Source: an optimization exercise on an open RTL-to-GDS flow (aim: small area). Production flows keep margins and buffers that such runs may drop.
Function was checked by simulation only, so behaviour that the tests miss may differ from the original.
Power figures rest on the tool's default switching activity, not on a simulated workload.

== v15 ==
==> flow/design.v (excerpt) <==
module RGBtoHSV(
    output [31:0] H,
    output [31:0] S,
    output [31:0] V,
    output [31:0] S1,
    output [31:0] S2,
    output [31:0] Corner,
    output [31:0] Delta,
    output [31:0] Max,
    output [2:0]  State,
    input  [31:0] R,
    input  [31:0] G,
    input  [31:0] B,
    input         Clk,
    input         reset
);
    wire [2:0] st;
    Controler ctr(.State(st), .reset(reset), .Clk(Clk));
    assign State = st;
    wire s1 = (st == 3'd1);
    wire s2 = (st == 3'd2);
    wire s3 = (st == 3'd3);
    wire s4 = (st == 3'd4);
    wire s5 = (st == 3'd5);
    wire s6 = (st == 3'd6);
    wire s45 = s4 | s5;
    reg [31:0] rR, rG, rB;
    always @(posedge Clk) begin
        if (s1) begin
            rR <= R;
            rG <= G;
            rB <= B;
        end
    end
    wire geRG, geRB, geGB;
    Compare_fp cRG(.ge(geRG), .a(rR), .b(rG));
    Compare_fp cRB(.ge(geRB), .a(rR), .b(rB));
    Compare_fp cGB(.ge(geGB), .a(rG), .b(rB));
    wire mR = geRG & geRB;
    wire mG = ~mR & geGB;
    wire mB = ~mR & ~geGB;
    wire nB = geRB & geGB;
    wire nG = ~nB & geRG;
    wire nR = ~nB & ~geRG;
    wire [31:0] busMax = ({32{mR}} & rR) | ({32{mG}} & rG) | ({32{mB}} & rB);
    wire [31:0] cornerv = ({32{mG}} & 32'h42F00000) | ({32{mB}} & 32'h43700000);
    reg  [31:0] q1, q2, q3;
    wire aR = (s3 & mR) | (s45 & mB);
    wire aG = (s3 & mG) | (s45 & mR);
    wire aB = (s3 & mB) | (s45 & mG);
    wire aQ = s1 | s2;
    wire [31:0] busA = ({32{aR}} & rR) | ({32{aG}} & rG) | ({32{aB}} & rB) | ({32{aQ}} & q1);
    wire bR = (s3 & nR) | (s45 & mG);
    wire bG = (s3 & nG) | (s45 & mB);
    wire bB = (s3 & nB) | (s45 & mR);
  ...
Settings: LEC_CHECK=0, ABC_AREA=1, CAP_MARGIN=20, CORE_MARGIN=2, CORE_UTILIZATION=45, PLACE_DENSITY=0.6, SLEW_MARGIN=20; clock period 100.0 ns.
standard.sh (not shown) runs the stock make flow with config.mk's settings and CLKGATE_MAP_FILE= SYNTH_SCRIPT=/design/flow/synth_recipe.tcl, a recipe that flattens the netlist after the stock synthesis.
==> flow/flow/run.sh <==
#!/bin/bash
# Standard layout, except that the port buffers buffer_ports inserts are
# sky130_fd_sc_hd__buf_1 instead of the default delay buffer.
set -euo pipefail
bash standard.sh "BUFFER_PORTS_ARGS=-buffer_cell sky130_fd_sc_hd__buf_1" finish > standard.log 2>&1
Modified inputs, v16 compared to v15
- putting CTS_BUF_LIST at sky130_fd_sc_hd__clkbuf_8 where nothing was set
==> flow/flow/run.sh <==
#!/bin/bash
# Standard synthesis, then the combinational logic between the standard
# synthesis's registers, adders and tie cells is mapped again by ABC for
# area (registers keep their names and cells), then the standard layout
# with sky130_fd_sc_hd__buf_1 as the port buffer.
set -euo pipefail
R=orfs/results/${FLOW_PLATFORM}/RGBtoHSV/base
LIB=${FLOW_HOME}/platforms/${FLOW_PLATFORM}/lib/sky130_fd_sc_hd__tt_025C_1v80.lib
bash standard.sh synth > synth.log 2>&1
cp $R/1_2_yosys.v $R/1_2_yosys.std.v
DU=$(sed -n '/^export DONT_USE_CELLS/,/^$/p' ${FLOW_HOME}/platforms/${FLOW_PLATFORM}/config.mk | grep -o 'sky130_fd_sc_hd__[a-z0-9_]*' | sed 's/^/-dont_use /' | tr '\n' ' ')
sed -e "s#@LIB@#${LIB}#g" -e "s#@IN@#$R/1_2_yosys.std.v#g" -e "s#@OUT@#$R/1_2_yosys.v#g" -e "s#@DU@#${DU}#g" \
    flow/resyn.ys.in > resyn.ys
yosys -s resyn.ys > resyn.log 2>&1
bash standard.sh "BUFFER_PORTS_ARGS=-buffer_cell sky130_fd_sc_hd__buf_1" finish > standard.log 2>&1
==> flow/flow/resyn.ys.in (new file) <==
read_liberty -ignore_miss_func @LIB@
read_verilog @IN@
hierarchy -top RGBtoHSV
blackbox sky130_fd_sc_hd__fa_1 sky130_fd_sc_hd__ha_1 sky130_fd_sc_hd__edfxtp_1 sky130_fd_sc_hd__dfxtp_1 sky130_fd_sc_hd__dfrtp_1 sky130_fd_sc_hd__conb_1
flatten
opt_clean
abc -liberty @LIB@ @DU@ -script +strash;dch;map,-B,0.9;topo;dnsize
opt_clean -purge
stat -liberty @LIB@
write_verilog -noattr -noexpr -nohex -nodec @OUT@
[summary]
v16 vs. v15: count of placed standard cells including taps moved down, average detailed-routed wire length per instance moved down.
v16 vs v15, non-clock inverter total of the final layout went up by about 1.2%.
v16 against v15: effective utilization at floorplan now larger; slack of the critical path now smaller.
v16 has global-route usage over all layers above what v15 had.
diff inputs: v16 => v29
- removing ABC_AREA (formerly 1)
- removing CTS_BUF_LIST (formerly sky130_fd_sc_hd__clkbuf_8)
==> flow/run.sh (new file) <==
#!/bin/bash
# synth_recipe.tcl (not shown) runs the flow's synth.tcl, then flattens the netlist and writes it again
# the make line also repeats each setting of config.mk as NAME=value (left out here)
make -C /OpenROAD-flow-scripts/flow DESIGN_CONFIG=/design/flow/config.mk WORK_HOME=/design/flow/orfs CLKGATE_MAP_FILE= SYNTH_SCRIPT=/design/flow/synth_recipe.tcl finish
removed: flow/flow/run.sh
removed: flow/flow/resyn.ys.in
removed: flow/standard.sh
==> comparison <==
v29 vs v16 — total length of routed wires rose about 8%.
Per the comparison of v29 with v16, number of detailed-routing iterations run before antenna repair shows an increase of 3, initial core utilization moved down.
Going from v16 to v29, setup slack grows by 8.42 ns.
Per the comparison of v29 with v16, worst-case setup slack after placement went up by 8.21 ns; post-route cell area went up by 3900 µm²; worst slew margin relative to its limit went up by 6.1 points.
v29 completed every stage of the flow, and the final layout passed the timing, DRC and antenna checks.
v29 vs v16: maximum single-stage delay on the critical path up
Input-level comparison between v44 and v29:
- ABC_AREA now 1, previously not set
- CTS_BUF_LIST now sky130_fd_sc_hd__clkbuf_8, previously not set
==> flow/flow/run.sh (new file) <==
#!/bin/bash
# Standard layout, except that the port buffers buffer_ports inserts are
# sky130_fd_sc_hd__buf_1 instead of the default delay buffer.
set -euo pipefail
bash standard.sh "BUFFER_PORTS_ARGS=-buffer_cell sky130_fd_sc_hd__buf_1" finish > standard.log 2>&1
==> flow/standard.sh (new file) <==
#!/bin/bash
# synth_recipe.tcl (not shown) runs the flow's synth.tcl, then flattens the netlist and writes it again
# the make line also repeats each setting of config.mk as NAME=value (left out here)
make -C /OpenROAD-flow-scripts/flow DESIGN_CONFIG=/design/flow/config.mk WORK_HOME=/design/flow/orfs CLKGATE_MAP_FILE= SYNTH_SCRIPT=/design/flow/synth_recipe.tcl "${@:-finish}"
removed: flow/run.sh
Notes after the runs:
- Taking v29 as the reference, in v44 post-synthesis cell type count saw a decrease, count of mapped cells out of synthesis saw an increase.
- v44 vs v29 on internal power of the cells: v44 is the lower one.
- v44 ended up with a higher data arrival time at the worst-slack endpoint than v29 did.

## port drivers added, routing unchanged
Ports are ideal in the flow. The routed layouts listed here were re-timed in OpenROAD.
Step 1 sets driving cells, clkbuf_16 on the clock port and buf_2 on the other inputs (assumed; they add their load-dependent delay and slew).
Step 2 times the ports against the registers' clock, not the clock port: input delays grow and output delays shrink by t, the midpoint of the rising clock arrivals with the driver on.
Slacks: ideal ports / drivers / drivers and shift; pairs: ideal ports / drivers.
run | shift t [ns] | setup slack, ns | clock arrival spread, ns
v15 | 0.631 | 16.334 / 16.334 / 16.334 | 0.029 / 0.029
v16 | 0.732 | 8.659 / 8.659 / 8.659 | 0.038 / 0.038
v29 | 0.670 | 17.074 / 17.074 / 17.074 | 0.036 / 0.035
v44 | 0.731 | 16.297 / 16.297 / 16.297 | 0.038 / 0.038
After both steps every run listed still meets setup and hold.
